This design comes from an exercise in tuning for small area, a short achievable clock period and few clock cycles per item on the open sky130 flow, not from production work.
In this exercise RTL edits were held to simulation tests only and were not proved equivalent to the original.

==> design.v <==
module modinv(clk, reset, number, prime, finished, gcd, inverse);
    input [31:0] number, prime;
    input wire clk, reset;
    output [31:0] gcd, inverse;
    output finished;
    reg [30:0] A, B, PA, PB, P0;
    reg par;
    reg done;
    function [4:0] blen;
        input [30:0] v;
        integer i;
        begin
            blen = 0;
            for (i = 0; i < 31; i = i + 1)
                if (v[i]) blen = i + 1;
        end
    endfunction
    function [32:0] radd;
        input [31:0] a, b;
        input ci;
        integer i;
        reg c;
        begin
            c = ci;
            for (i = 0; i < 32; i = i + 1) begin
                radd[i] = a[i] ^ b[i] ^ c;
                c = (a[i] & b[i]) | (c & (a[i] ^ b[i]));
            end
            radd[32] = c;
        end
    endfunction
    wire [4:0] la = blen(A);
    wire [4:0] lb = blen(B);
    wire [5:0] kd = {1'b0, la} - {1'b0, lb};
    wire [4:0] k = kd[4:0];
    wire [30:0] Bk = B << k;
    wire [31:0] PBk = {1'b0, PB} << k;
    wire [32:0] gex = radd({1'b0, A}, ~{1'b0, Bk}, 1'b1);
    wire ge1 = gex[32];                        
    wire lt = kd[5] | ((kd[4:0] == 0) & ~ge1);   
    wire [30:0] Bs = lt ? 31'd0 : (ge1 ? Bk : {1'b0, Bk[30:1]});
    wire [30:0] PBs = (lt | done) ? 31'd0 : (ge1 ? PBk[30:0] : PBk[31:1]);
    wire [32:0] nAx = radd({1'b0, A}, ~{1'b0, Bs}, 1'b1);
    wire [30:0] nA = nAx[30:0];
    wire [32:0] nPAx = radd({1'b0, PA}, {1'b0, PBs}, 1'b0);
    wire [30:0] nPA = nPAx[30:0];
    wire swap = nA < B;
    wire fin = swap & (nA == 0);
    wire [32:0] p0x = radd({1'b0, P0}, ~{1'b0, PB}, 1'b1);
    wire [30:0] inv = par ? PB : ((PB == 0) ? 31'd0 : p0x[30:0]);
    always @(posedge clk) begin
        if (reset) begin
            A <= number[30:0];
            B <= prime[30:0];
            PA <= 31'd1;
            PB <= 31'd0;
            par <= 1'b0;
        end else if (swap) begin
            A <= B;
            B <= nA;
            PA <= fin ? inv : PB;
            PB <= nPA;
            par <= ~par;
        end else begin
            A <= nA;
            PA <= nPA;
        end
    end
    always @(posedge clk)
        P0 <= prime[30:0];
    always @(posedge clk or posedge reset) begin
        if (reset)
            done <= 1'b0;
        else if (fin)
            done <= 1'b1;
    end
    assign finished = done;
    assign gcd = {1'b0, A};
    assign inverse = {1'b0, PA};
endmodule
==> flow/run.sh <==
#!/bin/bash
# The standard layout with three changes, none to the design or constraints:
#  - ABC maps for area (flow/abc_area.script replaces the speed script),
#    and adders are left to ABC instead of being mapped to full-adder cells
#    first (ADDER_MAP_FILE empty); registers are mapped exactly as before;
#  - the port buffers are the smallest buffer (buf_1);
#  - clock tree synthesis inserts no dummy loads.
set -euo pipefail
cd "$(dirname "$0")/.."
rm -rf scripts_area
cp -r "$FLOW_HOME/scripts" scripts_area
cp flow/abc_area.script scripts_area/abc_speed.script
export SCRIPTS_DIR="$PWD/scripts_area"
export BUFFER_PORTS_ARGS="-buffer_cell sky130_fd_sc_hd__buf_1"
export CTS_ARGS="-sink_clustering_enable -repair_clock_nets -buf_list sky130_fd_sc_hd__clkbuf_8 -dont_use_dummy_load"
bash standard.sh ADDER_MAP_FILE= finish > standard.log 2>&1
==> flow/abc_area.script <==
strash
dch
amap
topo
stime -c
upsize -c -D 22000
dnsize -c -D 22000
stime -c
==> standard.sh <==
#!/bin/bash
# synth_recipe.tcl (not shown) runs the flow's synth.tcl, then flattens the netlist and writes it again
# the make line also repeats each setting of config.mk as NAME=value (left out here)
make -C /OpenROAD-flow-scripts/flow DESIGN_CONFIG=/design/flow/config.mk WORK_HOME=/design/flow/orfs CLKGATE_MAP_FILE= SYNTH_SCRIPT=/design/flow/synth_recipe.tcl "${@:-finish}"
==> config.mk <==
export PLATFORM = sky130hd
export DESIGN_NAME = modinv
export DESIGN_NICKNAME = modinv
export VERILOG_FILES = /design/flow/design.v
export SDC_FILE = /design/flow/constraint.sdc
export NUM_CORES = 4
export LEC_CHECK = 0
export CAP_MARGIN = 20
export CORE_MARGIN = 2
export CORE_UTILIZATION = 65
export CTS_BUF_LIST = sky130_fd_sc_hd__clkbuf_8
export SLEW_MARGIN = 20
==> constraint.sdc <==
create_clock -name core_clock -period 140.0 [get_ports {clk}]
set_input_delay 28.0000 -clock core_clock [delete_from_list [all_inputs] [get_ports {clk}]]
set_output_delay 28.0000 -clock core_clock [all_outputs]
set_load 0.01 [all_outputs]
==> results.txt, run 1 <==
Layout area overhead 10.2%; PortBufs roughly 130; sequential share of the synthesized area 0.292; via-per-instance ratio 6.95; Crit path required time between 100 and 150 ns; root buf cell clkbuf_8; Worst-Margin Slew 0.793 ns; filler instances about 1500; crit path launch reset; first drt pass iteration count 8; Post-synth top flop dfxtp_1; Worst setup EP type flip-flop; Post-synth ARST share 0.00637; startpoint types primary input; Seq cells post-synth 157; max-cap violation count 0; Crit path top cell by count clkinv_1; vias in the first global route 13365; final worst slack 110.48 ns; DRC violations left 0; Global Route Usage Sum 0.400; worst stage delay on the critical path about 0.55 ns; initial core utilization 0.661; grt total ovfl 0; total die area between 0.015 and 0.02 mm2; Clock Pin Slew Worst Setup and Hold Paths approximately 0.080 ns; post-synth top area share 0.211; setup tns final 0 ns; pre-CTS setup slack 109.76 ns; antenna violations before repair 0; H-tree depth 4; Post-synth EDFFs 31; hold_sp par$_SDFFE_PP0N_; Crit Path Category in -> reg; Core Footprint 0.0179 mm2; Gates resized, CTS repair 0; TritonCTS Buffers 17; vias 14456; Synth cell types 46; critical path's top delay family buffers and inverters; status complete, no violations; cell area after synthesis 0.0118 mm2; IO Pins ~130; Final nets 1919; Avg WL per Cell 19.1 um; ANT nets after route 0; initial DRC count between 1500 and 2000; Std-Cell Rows ~50; Storage cell area between 0.003 and 0.004 mm2; Final Critical Period 29.53 ns; Ys Warns 1; largest net degree at the start of global routing 94; Multi-input gate area 0.00777 mm2; diode count 0; cell taking the most area after synthesis dfxtp_1; hold-fix buffers at CTS 0; worst path buffer plus inverter count 4; unrepaired setup endpoints after global routing false; final hold viol count 0; cell types occupying the most area after synthesis dfxtp_1 (21%), nor2_1 (8.7%), o21ai_0 (8.3%); die width 139 um; syn_area_per_cell 7.00 um2; clock tree from TritonCTS done; Placed Cells between 2000 and 2500; critical-path cell list buf_2, buf_4, clkinv_1, nand2_8, clkinv_1, a32oi_1; final setup fails 0; RePlAce Congestion around 1; share of layout cells above drive strength 1 0.0276; first-pass GRT wire length roughly 64 mm; worst clock skew between 0.04 and 0.05 ns; Slew Viols, Final 0; Num Clock Sinks roughly 160; CP arrival about 30 ns; reg2reg start B[1]$_DFFE_PP_; Tcrit/Tclk final 0.211; Max-slew headroom 0.468; Chip Height 139 um; worst min-delay path class reg -> reg; worst-path maximum fanout just over 90; total routed wirelength around 40 mm; Max stage delay cell, worst path nand2_8; Hold Slack 0.512 ns; CTS Buffer Depth 2; Detail Placement HPWL 28.8 mm; setup bufs post-CTS 0; fmax 33.9 MHz; Clock Latency Late Sink 0.48 ns; final cell count without fillers 2080; Syn Inst Count between 1500 and 2000
==> placed cells by master, fill, tap and decap left out, drive strengths merged, types with 79 or more instances in the layout <==
cell type / instances
nor2: 274
o21ai: 228
nand2: 181
clkinv: 173
buf: 145
o22ai: 138
dfxtp: 125
o221ai: 89
a21oi: 86
a22oi: 79
==> cell families after synthesis <==
logic type | after synthesis | synth area share
compound gates | 823 | 0.469
simple gates | 529 | 0.180
flops | 157 | 0.292
other cells | 1 | 0.000317
buf+inv | 180 | 0.0582
==> layer usage <==
layer,vias to the layer above,track usage,share of wire
li1,6837,-,-
met1,6677,0.493,0.39
met2,791,0.692,0.49
met3,151,0.0701,0.090
met4,0,0.167,0.038
met5,-,0,0
==> cell usage after synthesis, types with 2 or more instances <==
master and number:
o211ai_1 2, o21ai_1 30, a21boi_0 2, a211oi_1 4, clkinv_1 173, inv_4 2, and3_1 2, nand2_1 181
a31oi_1 2, o21a_1 31, a41oi_1 2, o21bai_1 9, o22a_1 56, o32ai_1 6, nor2_1 274, nand4_1 23
or2_0 4, nor2b_1 5, edfxtp_1 31, buf_4 2, nand3_1 7, o22ai_1 138, o32a_1 3, or4_1 2
o221a_1 24, a21o_1 43, a22oi_1 79, a221o_1 2, nor3_1 24, nor4_1 4, o221ai_1 89, a21oi_1 85
o21ai_0 197, a221oi_1 13, dfxtp_1 125, or3_1 2, inv_2 3
==> worst paths after layout <==
kind	slack, ns	cells after the start	to
max	110.48	6	PA[0]$_SDFF_PP1_
min	0.51	1	par$_SDFFE_PP0N_
max reg2reg	120.64	139	PA[17]$_SDFF_PP0_
min reg2reg	0.51	1	par$_SDFFE_PP0N_
max in group asynchronous	112.04	3	done$_DFFE_PP0N_
min in group asynchronous	27.79	3	done$_DFFE_PP0N_
==> per-stage QoR <==
step,instance area [um2],utilization
final,13000,0.728
after global routing,13000,0.728
after CTS,13000,0.728
after detailed placement,12800,0.715
after global placement,12800,0.715
after floorplan,11800,-
==> final cells by class <==
class                   count  area share
clock buffers              17      0.0179
inverters                 178      0.0516
multi-input cells        1354       0.596
flip-flops and latches    157       0.265
well taps                 229      0.0220
repair buffers            145      0.0473
==> sequential cells by signal, indices dropped and copies added, names as in the netlist <==
name	flops
done	1
B	31
PB	31
par	1
A	31
P0	31
PA	31
Testbench counts, summed over its fixed seeds: cycles 11,263, items 480.
==> run 2, diff against run 1 <==
--- a/flow/run.sh
+++ b/flow/run.sh
@@ -1,3 +1,3 @@
 #!/bin/bash
-# The standard layout with three changes, none to the design or constraints:
+# The standard layout with these changes, none to the design or constraints:
 #  - ABC maps for area (flow/abc_area.script replaces the speed script),
--- a/config.mk
+++ b/config.mk
@@ -11,2 +11,2 @@
 export CTS_BUF_LIST = sky130_fd_sc_hd__clkbuf_8
-export SLEW_MARGIN = 20
+export SLEW_MARGIN = 60
==> run 2 against run 1 <==
  * Area after synthesis unchanged
  * Sequential share of layout area decreased by 0.21 points
  * Worst setup slack got worse by 0.0060 ns
  * Wire length about the same
  * Fmax about the same
  * Register-to-register slack improved by 0.25 ns
  * Clock skew increased by 0.0046 ns
  * Critical endpoint is now PA[1]$_SDFF_PP0_
  * Highest routed layer unchanged
==> results.txt, run 2 <==
Core Footprint 0.0179 mm2 (unchanged); Hold Path Cell Cnt 1 (unchanged); first-pass GRT wire length 63.6 mm (was 63.8 mm); cell taking the most area after synthesis dfxtp_1 (unchanged); Crit path required time 140.36 ns (was 140.38 ns); Clock Latency Late Sink 0.50 ns (was 0.48 ns); antenna violations before repair 0 (unchanged); Synth cell types 46 (unchanged); sequential share of the synthesized area 0.292 (unchanged); post-synth top area share 0.211 (unchanged); Chip Height 139 um (unchanged); R2R cell count 141 (was 139); Avg WL per Cell 19.0 um (was 19.1 um); pre-CTS setup slack 110.05 ns (was 109.76 ns); Clock Pin Slew Worst Setup and Hold Paths 0.08 ns (about the same); vias in the first global route 13268 (was 13365); unrepaired setup endpoints after global routing false (unchanged); Layout area overhead 11.0% (was 10.2%); top cells by count, synth nor2_1 (274), o21ai_0 (197), nand2_1 (181) (unchanged); DP Area 0.0129 mm2 (was 0.0128 mm2); DRC violations left 0 (unchanged); cell types occupying the most area after synthesis dfxtp_1 (21%), nor2_1 (8.7%), o21ai_0 (8.3%) (unchanged); Tcrit/Tclk final 0.211 (about the same); Post-synth ARST share 0.00637 (unchanged); clock tree from TritonCTS done (unchanged); Seq cells post-synth 157 (unchanged); reg2reg start B[1]$_DFFE_PP_ (unchanged); ANT nets after route 0 (unchanged); worst min-delay path class reg -> reg (unchanged); Hold Path Sink par$_SDFFE_PP0N_ (unchanged); fin area 0.0131 mm2 (was 0.0130 mm2); via-per-instance ratio 6.91 (was 6.95); Global Route Usage Sum 0.398 (was 0.400); Post-synth EDFFs 31 (unchanged); RePlAce Congestion 0.987 (unchanged); fmax 33.9 MHz (about the same); worst reg-to-reg setup slack 120.89 ns (was 120.64 ns); startpoint types primary input (unchanged); Crit Path Category in -> reg (unchanged); initial DRC count 1690 (was 1623); root buf cell clkbuf_8 (unchanged); Num Clock Sinks 157 (unchanged); critical path's top delay family buffers and inverters (unchanged); Max stage delay cell, worst path buf_4 (was nand2_8); Gates resized, CTS repair 0 (unchanged); Final Critical Period 29.53 ns (about the same); final worst slack 110.47 ns (was 110.48 ns); critical-path cell list buf_2, buf_4, clkinv_1, nand2_8, buf_12, buf_12, clkinv_1, nand2_1, nand2_1 (was buf_2, buf_4, clkinv_1, nand2_8, clkinv_1, a32oi_1); setup tns final 0 ns (unchanged); final hold viol count 0 (unchanged); Final nets 1926 (was 1919); share of layout cells above drive strength 1 0.0312 (was 0.0276); PortBufs 126 (unchanged); worst path buffer plus inverter count 6 (was 4); total routed wirelength 39.8 mm (about the same); worst clock skew 0.0468 ns (was 0.0422 ns); Ys Warns 1 (unchanged); IO Pins 131 (unchanged); diode count 0 (unchanged); Detail Placement HPWL 29.1 mm (was 28.8 mm); cell area after synthesis 0.0118 mm2 (unchanged); Post-synth top flop dfxtp_1 (unchanged); setup bufs post-CTS 0 (unchanged); syn_area_per_cell 7.00 um2 (unchanged); first drt pass iteration count 8 (unchanged); Std-Cell Rows 49 (unchanged); most common cell after layout, fill and taps aside nor2_1 (unchanged); H-tree depth 4 (unchanged); initial core utilization 0.661 (unchanged); max-cap violation count 0 (unchanged); die width 139 um (unchanged); CTS Buffer Depth 2 (unchanged); final setup fails 0 (unchanged); total die area 0.0193 mm2 (unchanged); Syn Inst Count 1690 (unchanged); CP arrival 29.89 ns (was 29.91 ns); status complete, no violations (unchanged); most frequent cells in the layout nor2_1 (271), o21ai_0 (194), nand2_1 (180) (was nor2_1 (272), o21ai_0 (196), nand2_1 (180)); largest net degree at the start of global routing 68 (was 94); hold_sp par$_SDFFE_PP0N_ (unchanged); grt total ovfl 0 (unchanged); worst-path maximum fanout 48 (was 93); worst stage delay on the critical path 0.39 ns (was 0.55 ns); Worst setup EP type flip-flop (unchanged); vias 14416 (was 14456); Slew Viols, Final 0 (unchanged); count leader, synth nor2_1 (unchanged); Worst-Margin Slew 0.577 ns (was 0.793 ns); Max-slew headroom 0.614 (was 0.468); reg2reg end PA[17]$_SDFF_PP0_ (unchanged); hold-fix buffers at CTS 0 (unchanged); TritonCTS Buffers 17 (unchanged)
-- run 2: area by class of cell --
class,count,area [um2]
clock buffer,17,234
fill,1503,4760
inverter,178,681
multi-input combinational,1354,7780
sequential,157,3460
tap,229,287
timing repair buffer,152,696
-- run 2: worst max-delay path by stage --
stage,startpoint,end,slack [ns],depth (start not counted)
after CTS,reset,PA[0]$_SDFF_PP1_,110.50,8
final,reset,PA[1]$_SDFF_PP0_,110.47,9
after global routing,reset,PA[1]$_SDFF_PP0_,110.36,9
after global placement,reset,PA[1]$_SDFF_PP0_,109.83,7
after floorplan,reset,PA[0]$_SDFF_PP1_,109.66,4
after detailed placement,reset,PA[1]$_SDFF_PP0_,110.05,9
-- run 2: layer usage --
layer,wire (um),global-route usage,part of all wire
met1,15700,0.497,0.40
met2,19100,0.684,0.48
met3,3380,0.0625,0.085
met4,1570,0.173,0.040
met5,0,0,0
-- run 2: cell families after synthesis --
group           after synthesis  share of synthesized area
compound gates              823                      0.469
simple gates                529                      0.180
other cells                   1                   0.000317
buf+inv                     180                     0.0582
flops                       157                      0.292
-- run 2: per-stage QoR --
stage / util / hold slack (ns) / cells
6_report: 0.734 / 0.502 / 2087
5_1_grt: 0.734 / 0.522 / 2087
4_1_cts: 0.732 / 0.504 / 2085
3_5_place_dp: 0.719 / 0.491 / 2068
3_3_place_gp: 0.715 / 0.433 / 2063
2_1_floorplan: - / 0.423 / 1691
==> run 3, diff against run 2 <==
--- a/config.mk
+++ b/config.mk
@@ -11,2 +11,2 @@
 export CTS_BUF_LIST = sky130_fd_sc_hd__clkbuf_8
-export SLEW_MARGIN = 60
+export SLEW_MARGIN = 20
==> run 3 against run 2 <==
  * Still clean
  * Clock skew down 0.0046 ns
  * Design area fell by 0.79%
  * Area after synthesis is the same
  * Non-clock buffer count is 7 lower
  * Sequential cell count is the same
  * Register-to-register slack got worse by 0.25 ns
==> results.txt, run 3 <==
worst-path maximum fanout 93 (was 48); Syn Inst Count 1690 (unchanged); Detail Placement HPWL 28.8 mm (was 29.1 mm); Worst-Margin Slew 0.793 ns (was 0.577 ns); clock tree from TritonCTS done (unchanged); worst min-delay path class reg -> reg (unchanged); worst clock skew 0.0422 ns (was 0.0468 ns); setup bufs post-CTS 0 (unchanged); unrepaired setup endpoints after global routing false (unchanged); antenna violations before repair 0 (unchanged); top cells by count, synth nor2_1 (274), o21ai_0 (197), nand2_1 (181) (unchanged); final cell count without fillers 2080 (was 2087); final core utilization 0.728 (was 0.734); Num Clock Sinks 157 (unchanged); max-cap violation count 0 (unchanged); filler instances 1547 (was 1503); PortBufs 126 (unchanged); count leader, synth nor2_1 (unchanged); DP Area 0.0128 mm2 (was 0.0129 mm2); most frequent cells in the layout nor2_1 (272), o21ai_0 (196), nand2_1 (180) (was nor2_1 (271), o21ai_0 (194), nand2_1 (180)); TritonCTS Buffers 17 (unchanged); Chip Height 139 um (unchanged); DRC violations left 0 (unchanged); Crit path required time 140.38 ns (was 140.36 ns); Core Footprint 0.0179 mm2 (unchanged); Clock Latency Late Sink 0.48 ns (was 0.50 ns); share of layout cells above drive strength 1 0.0276 (was 0.0312); Std-Cell Rows 49 (unchanged); hold-fix buffers at CTS 0 (unchanged); most common cell after layout, fill and taps aside nor2_1 (unchanged); critical-path cell list buf_2, buf_4, clkinv_1, nand2_8, clkinv_1, a32oi_1 (was buf_2, buf_4, clkinv_1, nand2_8, buf_12, buf_12, clkinv_1, nand2_1, nand2_1); setup tns final 0 ns (unchanged); Tcrit/Tclk final 0.211 (about the same); Storage cell area 0.00346 mm2 (unchanged); Multi-input gate area 0.00777 mm2 (was 0.00778 mm2); total die area 0.0193 mm2 (unchanged); Layout area overhead 10.2% (was 11.0%); CP arrival 29.91 ns (was 29.89 ns); total routed wirelength 39.8 mm (about the same); Max-slew headroom 0.468 (was 0.614); largest net degree at the start of global routing 94 (was 68); first drt pass iteration count 8 (unchanged); Post-synth top flop dfxtp_1 (unchanged); Post-synth EDFFs 31 (unchanged); die width 139 um (unchanged); RePlAce Congestion 0.987 (unchanged); syn_area_per_cell 7.00 um2 (unchanged); Placed Cells 2063 (was 2068); initial core utilization 0.661 (unchanged); worst stage delay on the critical path 0.55 ns (was 0.39 ns); vias 14456 (was 14416); Slew Viols, Final 0 (unchanged); final hold viol count 0 (unchanged); initial DRC count 1623 (was 1690); Post-synth ARST share 0.00637 (unchanged); critical path's top delay family buffers and inverters (unchanged); Ys Warns 1 (unchanged); post-synth top area share 0.211 (unchanged); Gates resized, CTS repair 0 (unchanged); cell types occupying the most area after synthesis dfxtp_1 (21%), nor2_1 (8.7%), o21ai_0 (8.3%) (unchanged); Worst setup EP type flip-flop (unchanged); Max stage delay cell, worst path nand2_8 (was buf_4); sequential share of the synthesized area 0.292 (unchanged); vias in the first global route 13365 (was 13268); Crit path top cell by count clkinv_1; H-tree depth 4 (unchanged); cell area after synthesis 0.0118 mm2 (unchanged); Final nets 1919 (was 1926); fin area 0.0130 mm2 (was 0.0131 mm2); IO Pins 131 (unchanged); cell taking the most area after synthesis dfxtp_1 (unchanged); fmax 33.9 MHz (about the same); Synth cell types 46 (unchanged); root buf cell clkbuf_8 (unchanged); first-pass GRT wire length 63.8 mm (was 63.6 mm); Crit Path Category in -> reg (unchanged); Global Route Usage Sum 0.400 (was 0.398); Final Critical Period 29.53 ns (about the same); via-per-instance ratio 6.95 (was 6.91); Seq cells post-synth 157 (unchanged); startpoint types primary input (unchanged); grt total ovfl 0 (unchanged); diode count 0 (unchanged); worst path buffer plus inverter count 4 (was 6); status complete, no violations (unchanged); ANT nets after route 0 (unchanged); final setup fails 0 (unchanged); Clock Pin Slew Worst Setup and Hold Paths 0.08 ns (about the same); CTS Buffer Depth 2 (unchanged); Avg WL per Cell 19.1 um (was 19.0 um)
-- run 3: path summary, 6_finish.rpt --
kind,from,cells past startpoint,slack (ns),endpoint
max,reset,6,110.48,PA[0]$_SDFF_PP1_
min,par$_SDFFE_PP0N_,1,0.51,par$_SDFFE_PP0N_
max reg2reg,B[1]$_DFFE_PP_,139,120.64,PA[17]$_SDFF_PP0_
min reg2reg,par$_SDFFE_PP0N_,1,0.51,par$_SDFFE_PP0N_
max in group asynchronous,reset,3,112.04,done$_DFFE_PP0N_
min in group asynchronous,reset,3,27.79,done$_DFFE_PP0N_
-- run 3: layout make-up --
type	instances	share of cell area
flip-flops and latches	157	0.265
inverters	178	0.0516
repair buffers	145	0.0473
well taps	229	0.0220
clock buffers	17	0.0179
multi-input cells	1354	0.596
-- run 3: per-layer routing --
layer | global-route usage | part of all wire | vias to the layer above | wire length, um
met2 | 0.692 | 0.49 | 791 | 19300
li1 | - | - | 6837 | -
met3 | 0.0701 | 0.090 | 151 | 3580
met1 | 0.493 | 0.39 | 6677 | 15400
met4 | 0.167 | 0.038 | 0 | 1490
met5 | 0 | 0 | - | 0
-- run 3: cell families (layout without fill, tap and decap cells) --
| kind of cell | count (synthesis) | count (layout) | share of synthesized area |
|---|---|---|---|
| AOI/OAI and AO/OA | 823 | 823 | 0.469 |
| buffers and inverters | 180 | 340 | 0.0582 |
| DFF | 157 | 157 | 0.292 |
| and+or+nand+nor | 529 | 529 | 0.180 |
| other | 1 | 2 | 0.000317 |
-- run 3: through the flow --
stage | hold slack, ns | worst slack, ns
after floorplan | 0.423 | 109.66
after global placement | 0.433 | 109.83
after detailed placement | 0.490 | 109.76
after CTS | 0.503 | 110.21
after global routing | 0.526 | 110.34
final | 0.512 | 110.48
==> run 4, diff against run 3 <==
--- a/design.v
+++ b/design.v
@@ -42,5 +42,16 @@
     wire [30:0] PBs = (lt | done) ? 31'd0 : (ge1 ? PBk[30:0] : PBk[31:1]);
-    wire [32:0] nAx = radd({1'b0, A}, ~{1'b0, Bs}, 1'b1);
-    wire [30:0] nA = nAx[30:0];
-    wire [32:0] nPAx = radd({1'b0, PA}, {1'b0, PBs}, 1'b0);
+    wire kk0 = ge1 ? (k == 0) : (k == 1);       
+    wire [30:0] Bh = {1'b0, Bs[30:1]};
+    wire [30:0] PBh = {1'b0, PBs[30:1]};
+    wire [32:0] r1x = radd({1'b0, A}, ~{1'b0, Bs}, 1'b1);
+    wire [31:0] t1 = {1'b0, A}, t2 = ~{1'b0, Bs}, t3 = ~{1'b0, Bh};
+    wire [31:0] ts = t1 ^ t2 ^ t3;
+    wire [31:0] tc = (t1 & t2) | (t1 & t3) | (t2 & t3);
+    wire [32:0] r2x = radd(ts, {tc[30:0], 1'b1}, 1'b1);
+    wire q2 = ~r2x[31] & ~kk0 & ~lt;
+    wire [30:0] nA = q2 ? r2x[30:0] : r1x[30:0];
+    wire [31:0] u1 = {1'b0, PA}, u2 = {1'b0, PBs}, u3 = q2 ? {1'b0, PBh} : 32'd0;
+    wire [31:0] us = u1 ^ u2 ^ u3;
+    wire [31:0] uc = (u1 & u2) | (u1 & u3) | (u2 & u3);
+    wire [32:0] nPAx = radd(us, {uc[30:0], 1'b0}, 1'b0);
     wire [30:0] nPA = nPAx[30:0];
==> flow/abc_area.script (replaced) <==
strash
dch
amap
topo
stime -c
upsize -c -D 27000
dnsize -c -D 27000
stime -c
--- a/config.mk
+++ b/config.mk
@@ -11,2 +11,2 @@
 export CTS_BUF_LIST = sky130_fd_sc_hd__clkbuf_8
-export SLEW_MARGIN = 20
+export SLEW_MARGIN = 60
==> run 4 against run 3 <==
  * Non-clock buffer count unchanged
  * Sequential cell count unchanged
  * Count of clock-buffer cells in the layout is the same
  * First-iteration DRC count is 33% higher
  * Global-route usage barely moved
  * Hold slack worse by 0.048 ns
  * Critical path depth stayed put
  * Worst setup slack lost 0.30 ns
  * Die area increased by 21%
  * Via count increased by 24%
  * Final cell count up 26%
  * Highest routed layer is now met5
==> results.txt, run 4 <==
Worst setup EP type flip-flop (unchanged); startpoint types primary input (unchanged); first-pass GRT wire length 77.4 mm (was 63.8 mm); Post-synth EDFFs 31 (unchanged); cell taking the most area after synthesis dfxtp_1 (unchanged); final cell count without fillers 2620 (was 2080); Global Route Usage Sum 0.400 (about the same); status complete, no violations (unchanged); fmax 33.5 MHz (was 33.9 MHz); unrepaired setup endpoints after global routing false (unchanged); Crit Path Category in -> reg (unchanged); filler instances 1860 (was 1547); initial core utilization 0.662 (was 0.661); Detail Placement HPWL 36.6 mm (was 28.8 mm); highest metal used met5 (was met4); largest net degree at the start of global routing 79 (was 94); syn_area_per_cell 6.63 um2 (was 7.00 um2); Tcrit/Tclk final 0.213 (was 0.211); Crit path required time 140.36 ns (was 140.38 ns); worst min-delay path class reg -> reg (unchanged); post-synth top area share 0.173 (was 0.211); final setup fails 0 (unchanged); CP arrival 30.18 ns (was 29.91 ns); met3 WL 4.68 mm (was 3.58 mm); Worst-Margin Slew 0.691 ns (was 0.793 ns); Gates resized, CTS repair 0 (unchanged); share of layout cells above drive strength 1 0.0316 (was 0.0276); setup bufs post-CTS 0 (unchanged); largest family of logic cells by synthesized area compound AO/OA/AOI/OAI gates (unchanged); ANT nets after route 0 (unchanged); Synth cell types 54 (was 46); clock tree from TritonCTS done (unchanged); Post-synth ARST share 0.00637 (unchanged); Avg WL per Cell 18.6 um (was 19.1 um); PortBufs 126 (unchanged); TritonCTS Buffers 17 (unchanged); total routed wirelength 48.8 mm (was 39.8 mm); met2 routed WL 22.5 mm (was 19.3 mm); Clock Pin Slew Worst Setup and Hold Paths 0.09 ns (was 0.08 ns); Ys Warns 1 (unchanged); IO Pins 131 (unchanged); worst clock skew 0.0314 ns (was 0.0422 ns); critical path's top delay family buffers and inverters (unchanged); diode count 0 (unchanged); Chip Height 153 um (was 139 um); Slew Viols, Final 0 (unchanged); DRC violations left 0 (unchanged); Final Critical Period 29.82 ns (was 29.53 ns); hold-fix buffers at CTS 0 (unchanged); total die area 0.0234 mm2 (was 0.0193 mm2); cell types occupying the most area after synthesis dfxtp_1 (17%), nor2_1 (9.9%), o22ai_1 (8.3%) (was dfxtp_1 (21%), nor2_1 (8.7%), o21ai_0 (8.3%)); post-synthesis mux area share 0 (unchanged); die width 153 um (was 139 um); critical-path cell list buf_4, nor2_2, buf_4, clkinv_2, buf_4, o21ai_0 (was buf_2, buf_4, clkinv_1, nand2_8, clkinv_1, a32oi_1); Max stage delay cell, worst path clkinv_2 (was nand2_8); Crit path top cell by count buf_4 (was clkinv_1); Placed Cells 2603 (was 2063); worst stage delay on the critical path 0.51 ns (was 0.55 ns); Post-Route M1 WL 19.1 mm (was 15.4 mm); Synth Area in Adders 0 (unchanged); worst path buffer plus inverter count 4 (unchanged); cell area after synthesis 0.0144 mm2 (was 0.0118 mm2); vias 17963 (was 14456); Std-Cell Rows 54 (was 49); most common cell after layout, fill and taps aside nor2_1 (unchanged); Final nets 2408 (was 1919); Num Clock Sinks 157 (unchanged); Clock Latency Late Sink 0.49 ns (was 0.48 ns); RePlAce Congestion 0.998 (was 0.987); first drt pass iteration count 8 (unchanged); setup tns final 0 ns (unchanged); root buf cell clkbuf_8 (unchanged); post-synthesis xor/xnor area fraction 0 (unchanged); H-tree depth 4 (unchanged); count leader, synth nor2_1 (unchanged); Max-slew headroom 0.539 (was 0.468); final hold viol count 0 (unchanged); Layout area overhead 9.80% (was 10.2%); Synth Area in Compound Gates 0.484 (was 0.469); max-cap violation count 0 (unchanged); grt total ovfl 0 (unchanged); sequential share of the synthesized area 0.240 (was 0.292); Syn Inst Count 2179 (was 1690); antenna violations before repair 1 (was 0); Seq cells post-synth 157 (unchanged); most frequent cells in the layout nor2_1 (378), nand2_1 (282), o21ai_0 (213) (was nor2_1 (272), o21ai_0 (196), nand2_1 (180)); initial DRC count 2162 (was 1623); Post-synth top flop dfxtp_1 (unchanged); worst-path maximum fanout 36 (was 93); vias in the first global route 16146 (was 13365); via-per-instance ratio 6.86 (was 6.95); Core Footprint 0.0218 mm2 (was 0.0179 mm2); CTS Buffer Depth 2 (unchanged); top cells by count, synth nor2_1 (379), nand2_1 (283), o21ai_0 (218) (was nor2_1 (274), o21ai_0 (197), nand2_1 (181)); Synth Area in Simple Gates 0.219 (was 0.180)
[run 4: cell count changes after synthesis, moves of 16 or more]
cell / previous run / this run
o211a_1: 0 / 28
clkinv_1: 173 / 199
a21oi_1: 85 / 113
o21a_1: 31 / 55
o22ai_1: 138 / 192
o32ai_1: 6 / 22
o21ai_0: 197 / 218
nor2_1: 274 / 379
nor2b_1: 5 / 22
nand2_1: 181 / 283
[run 4: path summary, 6_finish.rpt]
check / from / endpoint / slack, ns / cells after the start
min: par$_SDFFE_PP0P_ / par$_SDFFE_PP0P_ / 0.46 / 1
min in group asynchronous: reset / done$_DFFE_PP0P_ / 27.61 / 2
max: reset / A[22]$_DFF_P_ / 110.18 / 6
min reg2reg: par$_SDFFE_PP0P_ / par$_SDFFE_PP0P_ / 0.46 / 1
max in group asynchronous: reset / done$_DFFE_PP0P_ / 112.20 / 2
max reg2reg: B[2]$_DFFE_PP_ / PB[30]$_SDFFE_PP0P_ / 116.78 / 162
[run 4: metal layers]
layer,up-vias,global-route usage
met3,193,0.0658
li1,8660,-
met5,-,0
met4,2,0.208
met2,967,0.666
met1,8141,0.500
[run 4: layout make-up]
type | count | area, um2 | share of cell area
repair buffers | 145 | 667 | 0.0421
well taps | 280 | 350 | 0.0221
multi-input cells | 1807 | 10300 | 0.651
flip-flops and latches | 157 | 3460 | 0.218
clock buffers | 17 | 234 | 0.0148
inverters | 214 | 825 | 0.0520
[run 4: through the flow]
stage	area (um2)	setup slack [ns]	utilization	hold slack (ns)
CTS	15800	110.19	0.724	0.464
detailed placement	15600	109.70	0.713	0.449
floorplan	14400	109.56	-	0.434
global placement	15500	109.24	0.708	0.443
global route	15900	110.16	0.726	0.497
finish	15900	110.18	0.726	0.464
[run 4: cells by family after synthesis]
logic type      Yosys count
simple gates            774
buf+inv                 216
other cells               1
flops                   157
compound gates         1031
[run 4: worst reg2reg max path, delay by kind of cell, from the launching register on]
kind	cells	cell delay [ns]
DFF	1	0.40
AOI/OAI and AO/OA	51	9.72
buffers and inverters	12	3.75
and+or+nand+nor	99	9.17
Testbench counts of run 4, summed over its fixed seeds: cycles 9,142, items 480.
==> run 5, diff against run 4 <==
--- a/config.mk
+++ b/config.mk
@@ -11,2 +11,2 @@
 export CTS_BUF_LIST = sky130_fd_sc_hd__clkbuf_8
-export SLEW_MARGIN = 60
+export SLEW_MARGIN = 20
==> run 5 against run 4 <==
  * Worst setup slack lost 0.61 ns
  * Synthesized cell count unchanged
  * Still clean on timing, DRC and antenna
  * Critical path depth stayed put
  * First-iteration DRC count increased by 5.2%
  * Non-clock buffer count fell by 3
  * Global-route usage down 0.063 points
  * Hold slack hardly changed
  * Register-to-register slack got worse by 0.44 ns
  * Utilization decreased by 0.67 points
  * Final cell count fell by 0.11%
==> results.txt, run 5 <==
Global Route Usage Sum 0.400 (about the same); setup tns final 0 ns (unchanged); filler instances 1915 (was 1860); Clock Pin Slew Worst Setup and Hold Paths 0.07 ns (was 0.09 ns); root buf cell clkbuf_8 (unchanged); status complete, no violations (unchanged); via-per-instance ratio 6.91 (was 6.86); worst min-delay path class reg -> reg (unchanged); worst-path maximum fanout 36 (unchanged); total die area 0.0234 mm2 (unchanged); H-tree depth 4 (unchanged); final hold viol count 0 (unchanged); CTS Buffer Depth 2 (unchanged); antenna violations before repair 0 (was 1); post-synth top area share 0.173 (unchanged); most frequent cells in the layout nor2_1 (378), nand2_1 (282), o21ai_0 (214) (was nor2_1 (378), nand2_1 (282), o21ai_0 (213)); fin area 0.0157 mm2 (was 0.0159 mm2); Num Clock Sinks 157 (unchanged); Crit Path Category in -> reg (unchanged); Tcrit/Tclk final 0.217 (was 0.213); Slew Viols, Final 0 (unchanged); sequential share of the synthesized area 0.240 (unchanged); Gates resized, CTS repair 0 (unchanged); syn_area_per_cell 6.63 um2 (unchanged); share of layout cells above drive strength 1 0.0252 (was 0.0316); Avg WL per Cell 18.7 um (was 18.6 um); Layout area overhead 8.79% (was 9.80%); die width 153 um (unchanged); Post-synth ARST share 0.00637 (unchanged); Max stage delay cell, worst path clkinv_1 (was clkinv_2); diode count 0 (unchanged); Ys Warns 1 (unchanged); first-pass GRT wire length 77.3 mm (was 77.4 mm); RePlAce Congestion 0.998 (unchanged); worst reg-to-reg setup slack 116.34 ns (was 116.78 ns); most common cell after layout, fill and taps aside nor2_1 (unchanged); Post-synth EDFFs 31 (unchanged); startpoint types primary input (unchanged); TritonCTS Buffers 17 (unchanged); Synth cell types 54 (unchanged); top cells by count, synth nor2_1 (379), nand2_1 (283), o21ai_0 (218) (unchanged); first drt pass iteration count 7 (was 8); cell types occupying the most area after synthesis dfxtp_1 (17%), nor2_1 (9.9%), o22ai_1 (8.3%) (unchanged); Core Footprint 0.0218 mm2 (unchanged); setup bufs post-CTS 0 (unchanged); global-route met3 utilization 0.0462 (was 0.0658); GRT Max-Usage Layer met2 (unchanged); global routing met2 resource utilization 0.675 (was 0.666); Hold Slack 0.464 ns (about the same); Clock Latency Late Sink 0.48 ns (was 0.49 ns); cell taking the most area after synthesis dfxtp_1 (unchanged); final worst slack 109.57 ns (was 110.18 ns); vias 18072 (was 17963); Max-slew headroom 0.295 (was 0.539); pre-CTS setup slack 109.14 ns (was 109.70 ns); largest net degree at the start of global routing 95 (was 79); Final Critical Period 30.43 ns (was 29.82 ns); Worst-Margin Slew 1.05 ns (was 0.691 ns); grt total ovfl 0 (unchanged); final setup fails 0 (unchanged); vias in the first global route 16020 (was 16146); IO Pins 131 (unchanged); ANT nets after route 0 (unchanged); worst clock skew 0.0268 ns (was 0.0314 ns); Crit path required time 140.33 ns (was 140.36 ns); Syn Inst Count 2179 (unchanged); initial core utilization 0.662 (unchanged); fmax 32.9 MHz (was 33.5 MHz); Post-synth top flop dfxtp_1 (unchanged); Final nets 2405 (was 2408); routing usage on met1 0.510 (was 0.500); DRC violations left 0 (unchanged); worst stage delay on the critical path 0.87 ns (was 0.51 ns); Worst setup EP type flip-flop (unchanged); Seq cells post-synth 157 (unchanged); critical-path cell list buf_2, nor2_2, buf_4, clkinv_1, buf_4, o21ai_0 (was buf_4, nor2_2, buf_4, clkinv_2, buf_4, o21ai_0); initial DRC count 2274 (was 2162); Std-Cell Rows 54 (unchanged); Detail Placement HPWL 36.5 mm (was 36.6 mm); CP arrival 30.76 ns (was 30.18 ns); count leader, synth nor2_1 (unchanged); total routed wirelength 48.9 mm (was 48.8 mm); unrepaired setup endpoints after global routing false (unchanged); clock tree from TritonCTS done (unchanged); max-cap violation count 0 (unchanged); DP Area 0.0155 mm2 (was 0.0156 mm2); hold-fix buffers at CTS 0 (unchanged); cell area after synthesis 0.0144 mm2 (unchanged); PortBufs 126 (unchanged); Chip Height 153 um (unchanged); Crit path top cell by count buf_4 (unchanged)
-- run 5: cell counts after synthesis --
Identical to the previous run, type by type.
-- run 5: area by class of cell --
cell class	instances	area [um2]	share of cell area
clock buffers	17	234	0.0149
inverters	214	813	0.0518
multi-input cells	1807	10300	0.653
flip-flops and latches	157	3460	0.220
well taps	280	350	0.0223
repair buffers	142	594	0.0378
-- run 5: final timing paths --
check                            startpoint                end  cells after the start
setup / recovery                      reset      A[19]$_DFF_P_                      6
hold / removal             par$_SDFFE_PP0P_   par$_SDFFE_PP0P_                      1
setup reg to reg             B[2]$_DFFE_PP_  PA[30]$_SDFF_PP0_                    163
hold reg to reg            par$_SDFFE_PP0P_   par$_SDFFE_PP0P_                      1
max in group asynchronous             reset   done$_DFFE_PP0P_                      2
min in group asynchronous             reset   done$_DFFE_PP0P_                      2
-- run 5: worst max-delay path: cells and delay by family --
| kind | cells | cell delay (ns) |
|---|---|---|
| buffers and inverters | 4 | 2.14 |
| AOI/OAI and AO/OA | 1 | 0.40 |
| and+or+nand+nor | 1 | 0.18 |
-- run 5: cells by family after synthesis --
logic type             count (synthesis)  share of synthesized area
AO/OA/AOI/OAI                       1031                      0.484
buffers and inverters                216                     0.0574
flip-flops                           157                      0.240
other                                  1                   0.000260
AND/OR/NAND/NOR                      774                      0.219
-- run 5: per-layer routing --
layer  wire [um]  share of wire  up-vias
met5           0              0        -
met4        2390          0.049        0
met3        4580          0.094      204
met2       22700           0.46     1039
met1       19200           0.39     8170
li1            -              -     8659
-- run 5: through the flow --
stage               utilization  cells
CTS                       0.719   2617
global route              0.720   2617
finish                    0.720   2617
floorplan                     -   2180
detailed placement        0.708   2600
global placement          0.708   2600
==> run 6, diff against run 5 <==
--- a/flow/run.sh
+++ b/flow/run.sh
@@ -6,3 +6,6 @@
 #  - the port buffers are the smallest buffer (buf_1);
-#  - clock tree synthesis inserts no dummy loads.
+#  - clock tree synthesis inserts no dummy loads;
+#  - repair_timing aims for 111.2 ns of setup slack (paths within 28.8 ns),
+#    which it only needs on the paths from the inputs and to the outputs; it does not clone
+#    gates, so the registers stay those of the standard synthesis.
 set -euo pipefail
@@ -15,2 +18,4 @@
 export CTS_ARGS="-sink_clustering_enable -repair_clock_nets -buf_list sky130_fd_sc_hd__clkbuf_8 -dont_use_dummy_load"
+export SETUP_SLACK_MARGIN=111.2
+export SKIP_GATE_CLONING=1
 bash standard.sh ADDER_MAP_FILE= finish > standard.log 2>&1
--- a/config.mk
+++ b/config.mk
@@ -11,2 +11,2 @@
 export CTS_BUF_LIST = sky130_fd_sc_hd__clkbuf_8
-export SLEW_MARGIN = 20
+export SLEW_MARGIN = 60
==> run 6 against run 5 <==
  * First-iteration DRC count rose by 16%
  * Hold slack improved by 0.0066 ns
  * Die area unchanged
  * Via count increased by 6.1%
  * Still clean
  * Synthesized cell count unchanged
  * Largest cell class unchanged
  * Global-route usage increased by 2.7 points
  * Critical path type is now reg -> out
  * Critical path depth shrank 5
  * Highest routed layer unchanged
  * Register-to-register slack better by 0.41 ns
  * Fmax grew 4.7%
  * Wire length is 11% higher
==> results.txt, run 6 <==
PortBufs 126 (unchanged); TritonCTS Buffers 17 (unchanged); Global Route Usage Sum 0.427 (was 0.400); initial DRC count 2644 (was 2274); Synth cell types 54 (unchanged); count leader, synth nor2_1 (unchanged); Tcrit/Tclk final 0.207 (was 0.217); fmax 34.4 MHz (was 32.9 MHz); worst stage delay on the critical path 0.43 ns (was 0.87 ns); die width 153 um (unchanged); antenna violations before repair 1 (was 0); root buf cell clkbuf_8 (unchanged); Crit path required time 112.00 ns (was 140.33 ns); Crit Path Category reg -> out (was in -> reg); filler instances 1613 (was 1915); most common cell after layout, fill and taps aside nor2_1 (unchanged); Clock Pin Slew Worst Setup and Hold Paths 0.10 ns (was 0.07 ns); initial core utilization 0.662 (unchanged); reg2reg start B[2]$_DFFE_PP_ (unchanged); Final nets 2488 (was 2405); Seq cells post-synth 157 (unchanged); Ys Warns 1 (unchanged); vias 19166 (was 18072); Chip Height 153 um (unchanged); Slew Viols, Final 0 (unchanged); most frequent cells in the layout nor2_1 (378), nand2_1 (282), o21ai_0 (197) (was nor2_1 (378), nand2_1 (282), o21ai_0 (214)); Post-synth top flop dfxtp_1 (unchanged); ANT nets after route 0 (unchanged); status complete, no violations (unchanged); hold_sp par$_SDFFE_PP0P_ (unchanged); top cells by count, synth nor2_1 (379), nand2_1 (283), o21ai_0 (218) (unchanged); max-cap violation count 0 (unchanged); cell taking the most area after synthesis dfxtp_1 (unchanged); clock tree from TritonCTS done (unchanged); via-per-instance ratio 7.10 (was 6.91); startpoint types flip-flop (was primary input); share of layout cells above drive strength 1 0.118 (was 0.0252); IO Pins 131 (unchanged); Std-Cell Rows 54 (unchanged); CTS Buffer Depth 2 (unchanged); final hold viol count 0 (unchanged); Syn Inst Count 2179 (unchanged); Worst setup EP type output port (was flip-flop); final cell count without fillers 2700 (was 2617); Final Critical Period 29.05 ns (was 30.43 ns); Num Clock Sinks 157 (unchanged); first-pass GRT wire length 82.4 mm (was 77.3 mm); CP arrival 1.05 ns (was 30.76 ns); hold-fix buffers at CTS 0 (unchanged); worst min-delay path class reg -> reg (unchanged); critical-path cell list buf_1 (was buf_2, nor2_2, buf_4, clkinv_1, buf_4, o21ai_0); Avg WL per Cell 20.1 um (was 18.7 um); Post-synth EDFFs 31 (unchanged); final setup fails 0 (unchanged); crit path launch done$_DFFE_PP0P_ (was reset); critical path's top delay family flip-flops (was buffers and inverters); Clock Latency Late Sink 0.49 ns (was 0.48 ns); setup tns final 0 ns (unchanged); largest net degree at the start of global routing 79 (was 95); total die area 0.0234 mm2 (unchanged); Placed Cells 2602 (was 2600); Core Footprint 0.0218 mm2 (unchanged); first drt pass iteration count 7 (unchanged); worst-path maximum fanout 2 (was 36); Max-slew headroom 0.593 (was 0.295); diode count 0 (unchanged); worst path buffer plus inverter count 1 (was 4); H-tree depth 4 (unchanged); Detail Placement HPWL 36.3 mm (was 36.5 mm); unrepaired setup endpoints after global routing true (was false); post-synth top area share 0.173 (unchanged); total routed wirelength 54.4 mm (was 48.9 mm); syn_area_per_cell 6.63 um2 (unchanged); cell area after synthesis 0.0144 mm2 (unchanged); sequential share of the synthesized area 0.240 (unchanged); worst clock skew 0.0394 ns (was 0.0268 ns); grt total ovfl 0 (unchanged); Max stage delay cell, worst path dfrtp_2 (was clkinv_1); Layout area overhead 19.4% (was 8.79%); DRC violations left 0 (unchanged); vias in the first global route 17186 (was 16020); RePlAce Congestion 0.953 (was 0.998); cell types occupying the most area after synthesis dfxtp_1 (17%), nor2_1 (9.9%), o22ai_1 (8.3%) (unchanged); Post-synth ARST share 0.00637 (unchanged); Worst-Margin Slew 0.595 ns (was 1.05 ns)
-- run 6: metrics by stage --
| stage | utilization | instance area (um2) | setup WS (ns) | hold slack [ns] |
|---|---|---|---|---|
| after floorplan | - | 14500 | 109.97 | 0.431 |
| after global routing | 0.790 | 17200 | 110.94 | 0.504 |
| after global placement | 0.709 | 15500 | 109.78 | 0.441 |
| final | 0.790 | 17200 | 110.95 | 0.470 |
| after detailed placement | 0.714 | 15600 | 109.88 | 0.453 |
| after CTS | 0.777 | 16900 | 110.95 | 0.465 |
-- run 6: cell type report --
cell class | count | area (um2) | share of cell area
Timing Repair Buffer | 225 | 1880 | 0.109
Clock buffer | 17 | 234 | 0.0136
Sequential cell | 157 | 3550 | 0.206
Multi-Input combinational cell | 1807 | 10400 | 0.601
Tap cell | 280 | 350 | 0.0203
Inverter | 214 | 865 | 0.0502
-- run 6: worst register-to-register path, delay by kind of cell (launching register included) --
family / cells / cell delay, ns
compound gates: 53 / 10.00
simple gates: 101 / 9.64
buf+inv: 10 / 3.04
flops: 1 / 0.39
-- run 6: metal layers --
| metal | vias up | GRT usage | share of wire |
|---|---|---|---|
| met5 | - | 0 | 0 |
| met4 | 0 | 0.241 | 0.063 |
| met3 | 331 | 0.0749 | 0.11 |
| met2 | 1338 | 0.722 | 0.46 |
| met1 | 8652 | 0.513 | 0.36 |
| li1 | 8845 | - | - |
-- run 6: worst paths after layout --
kind / end / slack [ns] / cells after the start
setup reg to reg: PA[30]$_SDFF_PP0_ / 116.75 / 164
hold / removal: par$_SDFFE_PP0P_ / 0.47 / 1
min in group asynchronous: done$_DFFE_PP0P_ / 27.59 / 3
hold reg to reg: par$_SDFFE_PP0P_ / 0.47 / 1
setup / recovery: finished / 110.95 / 1
max in group asynchronous: done$_DFFE_PP0P_ / 112.30 / 3
-- run 6: logic make-up after synthesis --
family / Yosys count / share of synthesized area
AO/OA/AOI/OAI: 1031 / 0.484
AND/OR/NAND/NOR: 774 / 0.219
buffers and inverters: 216 / 0.0574
flip-flops: 157 / 0.240
other: 1 / 0.000260
-- run 6: what timing repair did --
action | in CTS | in global routing
setup endpoints to repair | 178 | 112
pin swaps | 0 | 0
gates resized for setup | 201 | 3
buffers inserted | 62 | 15
==> run 7, diff against run 6 <==
--- a/flow/run.sh
+++ b/flow/run.sh
@@ -7,4 +7,4 @@
 #  - clock tree synthesis inserts no dummy loads;
-#  - repair_timing aims for 111.2 ns of setup slack (paths within 28.8 ns),
-#    which it only needs on the paths from the inputs and to the outputs; it does not clone
+#  - repair_timing aims for 110.6 ns of setup slack (paths within 29.4 ns),
+#    which it only needs on the paths from the reset input; it does not clone
 #    gates, so the registers stay those of the standard synthesis.
@@ -18,3 +18,3 @@
 export CTS_ARGS="-sink_clustering_enable -repair_clock_nets -buf_list sky130_fd_sc_hd__clkbuf_8 -dont_use_dummy_load"
-export SETUP_SLACK_MARGIN=111.2
+export SETUP_SLACK_MARGIN=110.6
 export SKIP_GATE_CLONING=1
==> run 7 against run 6 <==
  * Critical endpoint is now B[1]$_DFFE_PP_
  * Critical path type is now in -> reg
  * Critical path depth increased by 4
  * Wire length down 11%
  * Final cell count shrank 3.0%
  * Still clean on timing, DRC and antenna
  * Synthesized cell count did not move
==> results.txt, run 7 <==
status complete, no violations (unchanged); first drt pass iteration count 9 (was 7); Layout area overhead 9.82% (was 19.4%); Worst setup EP type flip-flop (was output port); most frequent cells in the layout nor2_1 (378), nand2_1 (282), o21ai_0 (198) (was nor2_1 (378), nand2_1 (282), o21ai_0 (197)); first-pass GRT wire length 76.2 mm (was 82.4 mm); Crit path required time 140.14 ns (was 112.00 ns); fmax 34.2 MHz (was 34.4 MHz); via-per-instance ratio 6.86 (was 7.10); worst min-delay path class reg -> reg (unchanged); Max-slew headroom 0.607 (was 0.593); fin area 0.0159 mm2 (was 0.0172 mm2); Core Footprint 0.0218 mm2 (unchanged); CTS Buffer Depth 2 (unchanged); H-tree depth 4 (unchanged); diode count 0 (unchanged); Tcrit/Tclk final 0.209 (was 0.207); clock tree from TritonCTS done (unchanged); Syn Inst Count 2179 (unchanged); Global Route Usage Sum 0.391 (was 0.427); Ys Warns 1 (unchanged); Num Clock Sinks 157 (unchanged); vias 17973 (was 19166); initial DRC count 2142 (was 2644); Synth cell types 54 (unchanged); antenna violations before repair 1 (unchanged); RePlAce Congestion 0.979 (was 0.953); top cells by count, synth nor2_1 (379), nand2_1 (283), o21ai_0 (218) (unchanged); total die area 0.0234 mm2 (unchanged); CP arrival 29.37 ns (was 1.05 ns); cell area after synthesis 0.0144 mm2 (unchanged); cell taking the most area after synthesis dfxtp_1 (unchanged); Slew Viols, Final 0 (unchanged); sequential share of the synthesized area 0.240 (unchanged); root buf cell clkbuf_8 (unchanged); worst clock skew 0.0325 ns (was 0.0394 ns); Detail Placement HPWL 35.9 mm (was 36.3 mm); share of layout cells above drive strength 1 0.0316 (was 0.118); Avg WL per Cell 18.4 um (was 20.1 um); most common cell after layout, fill and taps aside nor2_1 (unchanged); syn_area_per_cell 6.63 um2 (unchanged); grt total ovfl 0 (unchanged); TritonCTS Buffers 17 (unchanged); die width 153 um (unchanged); IO Pins 131 (unchanged); Worst-Margin Slew 0.587 ns (was 0.595 ns); Clock Pin Slew Worst Setup and Hold Paths 0.07 ns (was 0.10 ns); Placed Cells 2601 (was 2602); Seq cells post-synth 157 (unchanged); total routed wirelength 48.2 mm (was 54.4 mm); PortBufs 126 (unchanged); startpoint types primary input (was flip-flop); Std-Cell Rows 54 (unchanged); worst-path maximum fanout 93 (was 2); max-cap violation count 0 (unchanged); post-synth top area share 0.173 (unchanged); vias in the first global route 16086 (was 17186); count leader, synth nor2_1 (unchanged); Post-synth EDFFs 31 (unchanged); final setup fails 0 (unchanged); Chip Height 153 um (unchanged); Hold Slack 0.473 ns (was 0.470 ns); Crit Path Category in -> reg (was reg -> out); initial core utilization 0.662 (unchanged); DP Area 0.0156 mm2 (about the same); setup bufs post-CTS 0 (was 62); setup tns final 0 ns (unchanged); cell types occupying the most area after synthesis dfxtp_1 (17%), nor2_1 (9.9%), o22ai_1 (8.3%) (unchanged); Final Critical Period 29.23 ns (was 29.05 ns); Post-synth ARST share 0.00637 (unchanged); final hold viol count 0 (unchanged); Post-synth top flop dfxtp_1 (unchanged); ANT nets after route 0 (unchanged); Final nets 2407 (was 2488); final core utilization 0.727 (was 0.790); DRC violations left 0 (unchanged); filler instances 1934 (was 1613); largest net degree at the start of global routing 94 (was 79); final cell count without fillers 2619 (was 2700); unrepaired setup endpoints after global routing false (was true); Clock Latency Late Sink 0.48 ns (was 0.49 ns)
==> run 7: cell counts after synthesis <==
Identical to the previous run, type by type.
==> run 7: what timing repair did <==
action | 4_1_cts | 5_1_grt
gates resized for setup | 0 | 1
endpoints found under the setup margin | 0 | 1
hold buffers | 0 | 0
==> run 7: cell families after synthesis <==
group | after synthesis | synth area share
buffers and inverters | 216 | 0.0574
AO/OA/AOI/OAI | 1031 | 0.484
flip-flops | 157 | 0.240
AND/OR/NAND/NOR | 774 | 0.219
other | 1 | 0.000260
==> run 7: cell type report <==
type                    count  area [um2]  share of cell area
clock buffers              17         234              0.0148
inverters                 214         841              0.0530
multi-input cells        1807       10300               0.651
flip-flops and latches    157        3460               0.218
well taps                 280         350              0.0221
repair buffers            144         648              0.0409
==> run 7: worst paths after layout <==
check | startpoint | end | slack [ns] | cells past startpoint
worst max-delay path | reset | B[1]$_DFFE_PP_ | 110.77 | 5
worst min-delay path | par$_SDFFE_PP0P_ | par$_SDFFE_PP0P_ | 0.47 | 1
worst max register to register | B[2]$_DFFE_PP_ | PA[30]$_SDFF_PP0_ | 117.59 | 163
worst min register to register | par$_SDFFE_PP0P_ | par$_SDFFE_PP0P_ | 0.47 | 1
max in group asynchronous | reset | done$_DFFE_PP0P_ | 112.12 | 3
min in group asynchronous | reset | done$_DFFE_PP0P_ | 27.77 | 3
==> run 7: layer usage <==
| layer | global-route usage | part of all wire | vias up |
|---|---|---|---|
| met5 | 0 | 0 | - |
| met4 | 0.183 | 0.043 | 0 |
| met3 | 0.0488 | 0.090 | 177 |
| met2 | 0.672 | 0.47 | 982 |
| met1 | 0.487 | 0.40 | 8130 |
| li1 | - | - | 8684 |
==> run 7: per-stage QoR <==
| step | setup slack (ns) |
|---|---|
| 2_1_floorplan | 109.97 |
| 3_3_place_gp | 109.80 |
| 3_5_place_dp | 110.21 |
| 4_1_cts | 110.68 |
| 5_1_grt | 110.70 |
| 6_report | 110.77 |
==> run 7: worst max-delay path, stage by stage <==
cell and delay [ns]:
buf_2 0.13, buf_8 0.42, clkinv_8 0.16, nand2_8 0.29, buf_12 0.29
==> run 8, diff against run 7 <==
--- a/config.mk
+++ b/config.mk
@@ -9,4 +9,4 @@
 export CORE_MARGIN = 2
-export CORE_UTILIZATION = 65
+export CORE_UTILIZATION = 75
 export CTS_BUF_LIST = sky130_fd_sc_hd__clkbuf_8
-export SLEW_MARGIN = 60
+export SLEW_MARGIN = 20
==> run 8 against run 7 <==
  * Non-clock buffer count did not move
  * Register-to-register slack got worse by 0.89 ns
  * Count of clock-buffer cells in the layout did not move
  * Synthesized cell count did not move
  * Critical path depth did not move
  * Wire length rose by 3.4%
  * Sequential cell count did not move
  * Critical endpoint is now A[18]$_DFF_P_
==> results.txt, run 8 <==
status complete, no violations (unchanged); post-synthesis mux area share 0 (unchanged); cell types occupying the most area after synthesis dfxtp_1 (17%), nor2_1 (9.9%), o22ai_1 (8.3%) (unchanged); total routed wirelength 49.9 mm (was 48.2 mm); initial DRC count 3295 (was 2142); total die area 0.0204 mm2 (was 0.0234 mm2); Syn Inst Count 2179 (unchanged); worst clock skew 0.0407 ns (was 0.0325 ns); Clock Latency Late Sink 0.49 ns (was 0.48 ns); clock tree from TritonCTS done (unchanged); ANT nets after route 0 (unchanged); Synth Area in Simple Gates 0.219 (unchanged); root buf cell clkbuf_8 (unchanged); Global Route Usage Sum 0.475 (was 0.391); syn_area_per_cell 6.63 um2 (unchanged); fmax 34.3 MHz (was 34.2 MHz); Crit Path Category in -> reg (unchanged); most common cell after layout, fill and taps aside nor2_1 (unchanged); Std-Cell Rows 50 (was 54); grt total ovfl 0 (unchanged); share of layout cells above drive strength 1 0.0269 (was 0.0316); worst path buffer plus inverter count 2 (was 4); Post-synth ARST share 0.00637 (unchanged); count leader, synth nor2_1 (unchanged); CTS Buffer Depth 2 (unchanged); TritonCTS Buffers 17 (unchanged); Detail Placement HPWL 35.7 mm (was 35.9 mm); top cells by count, synth nor2_1 (379), nand2_1 (283), o21ai_0 (218) (unchanged); Synth cell types 54 (unchanged); hold_sp par$_SDFFE_PP0P_ (unchanged); Hold Slack 0.462 ns (was 0.473 ns); Slew Viols, Final 0 (unchanged); Chip Height 143 um (was 153 um); Final nets 2407 (unchanged); Post-synth top flop dfxtp_1 (unchanged); worst stage delay on the critical path 0.73 ns (was 0.42 ns); crit path launch reset (unchanged); final setup fails 0 (unchanged); cell taking the most area after synthesis dfxtp_1 (unchanged); unrepaired setup endpoints after global routing false (unchanged); via-per-instance ratio 7.38 (was 6.86); max-cap violation count 0 (unchanged); initial core utilization 0.769 (was 0.662); sequential share of the synthesized area 0.240 (unchanged); cell area after synthesis 0.0144 mm2 (unchanged); filler instances 1256 (was 1934); Synth Area in Adders 0 (unchanged); antenna violations before repair 0 (was 1); first-pass GRT wire length 78.1 mm (was 76.2 mm); first drt pass iteration count 10 (was 9); Crit path required time 140.32 ns (was 140.14 ns); IO Pins 131 (unchanged); largest family of logic cells by synthesized area compound AO/OA/AOI/OAI gates (unchanged); Synth Area in Compound Gates 0.484 (unchanged); worst-path maximum fanout 92 (was 93); Storage cell area 0.00346 mm2 (unchanged); PortBufs 126 (unchanged); Gates resized, CTS repair 0 (unchanged); Final Critical Period 29.17 ns (was 29.23 ns); Num Clock Sinks 157 (unchanged); most frequent cells in the layout nor2_1 (378), nand2_1 (282), o21ai_0 (198) (unchanged); Tcrit/Tclk final 0.208 (was 0.209); worst min-delay path class reg -> reg (unchanged); H-tree depth 4 (unchanged); CP arrival 29.49 ns (was 29.37 ns); startpoint types primary input (unchanged); Clock Pin Slew Worst Setup and Hold Paths 0.08 ns (was 0.07 ns); Post-synth EDFFs 31 (unchanged); post-synthesis xor/xnor area fraction 0 (unchanged); hold-fix buffers at CTS 0 (unchanged); Ys Warns 1 (unchanged); critical-path cell list buf_2, buf_4, nor2b_1, a22oi_1, o21ai_1 (was buf_2, buf_8, clkinv_8, nand2_8, buf_12); vias in the first global route 16749 (was 16086); setup tns final 0 ns (unchanged); Avg WL per Cell 19.4 um (was 18.4 um); RePlAce Congestion 1.02 (was 0.979); final hold viol count 0 (unchanged); critical path's top delay family buffers and inverters (unchanged); vias 18988 (was 17973); setup bufs post-CTS 0 (unchanged); Worst setup EP type flip-flop (unchanged); Layout area overhead 8.81% (was 9.82%); Worst-Margin Slew 1.08 ns (was 0.587 ns); reg2reg start B[1]$_DFFE_PP_ (was B[2]$_DFFE_PP_); Max-slew headroom 0.273 (was 0.607); post-synth top area share 0.173 (unchanged); Max stage delay cell, worst path buf_4 (was buf_8); Seq cells post-synth 157 (unchanged); Core Footprint 0.0188 mm2 (was 0.0218 mm2); DRC violations left 0 (unchanged); largest net degree at the start of global routing 95 (was 94); Multi-input gate area 0.0102 mm2 (was 0.0103 mm2); die width 143 um (was 153 um)
==> run 8: area by class of cell <==
class | instances | area share
clock buffer | 17 | 0.0149
inverter | 214 | 0.0530
antenna | 1 | 0.000159
sequential | 157 | 0.220
timing repair buffer | 144 | 0.0409
multi-input combinational | 1807 | 0.652
tap | 234 | 0.0186
==> run 8: final timing paths <==
check | endpoint | slack [ns] | depth (start not counted)
max reg2reg | PA[30]$_SDFF_PP0_ | 116.70 | 178
min in group asynchronous | done$_DFFE_PP0P_ | 27.44 | 2
min reg2reg | par$_SDFFE_PP0P_ | 0.46 | 1
min | par$_SDFFE_PP0P_ | 0.46 | 1
max in group asynchronous | done$_DFFE_PP0P_ | 112.46 | 2
max | A[18]$_DFF_P_ | 110.83 | 5
==> run 8: metrics by stage <==
stage | instances | area (um2) | utilization | setup slack [ns]
2_1_floorplan | 2180 | 14500 | - | 109.97
3_3_place_gp | 2554 | 15400 | 0.822 | 110.26
3_5_place_dp | 2554 | 15400 | 0.822 | 110.13
4_1_cts | 2571 | 15700 | 0.834 | 110.62
5_1_grt | 2573 | 15700 | 0.837 | 110.78
6_report | 2574 | 15700 | 0.837 | 110.83
==> run 8: logic make-up after synthesis <==
logic type | Yosys count
flip-flops | 157
other | 1
AND/OR/NAND/NOR | 774
AO/OA/AOI/OAI | 1031
buffers and inverters | 216
==> run 8: metal layers <==
| metal | vias to the layer above | track usage | wire [um] |
|---|---|---|---|
| li1 | 8670 | - | - |
| met1 | 8404 | 0.570 | 17400 |
| met2 | 1530 | 0.783 | 22500 |
| met3 | 384 | 0.101 | 6480 |
| met4 | 0 | 0.287 | 3420 |
| met5 | - | 0 | 0 |

re-timing with driven ports:
How much do the figures lean on ideal ports? The routed layouts below were timed once more, with nothing changed but the port constraints. Step 1 sets driving cells, clkbuf_16 on the clock port and buf_2 on the other inputs (assumed; they add their load-dependent delay and slew). Step 2 times the ports against the registers' clock, not the clock port: input delays grow and output delays shrink by t, the midpoint of the rising clock arrivals with the driver on. Slacks: ideal ports / drivers / drivers and shift; pairs: ideal ports / drivers.
run | shift t [ns] | slack for setup (ns) | latest minus earliest clock arrival (ns)
run 1 | 0.503 | 110.475 / 110.492 / 109.989 | 0.043 / 0.042
run 2 | 0.518 | 110.469 / 110.488 / 109.970 | 0.046 / 0.047
run 3 | 0.503 | 110.475 / 110.492 / 109.989 | 0.043 / 0.042
run 4 | 0.516 | 110.179 / 110.198 / 109.682 | 0.032 / 0.032
run 5 | 0.508 | 109.572 / 109.598 / 109.091 | 0.027 / 0.027
run 6 | 0.517 | 110.952 / 110.908 / 110.722 | 0.039 / 0.040
run 7 | 0.497 | 110.767 / 110.781 / 110.284 | 0.033 / 0.033
run 8 | 0.518 | 110.834 / 110.791 / 110.321 | 0.040 / 0.040
After both steps every run listed still meets setup and hold. For run 8, which loses most, drivers alone change the setup slack by -0.043 ns; drivers and shift together by -0.513 ns.
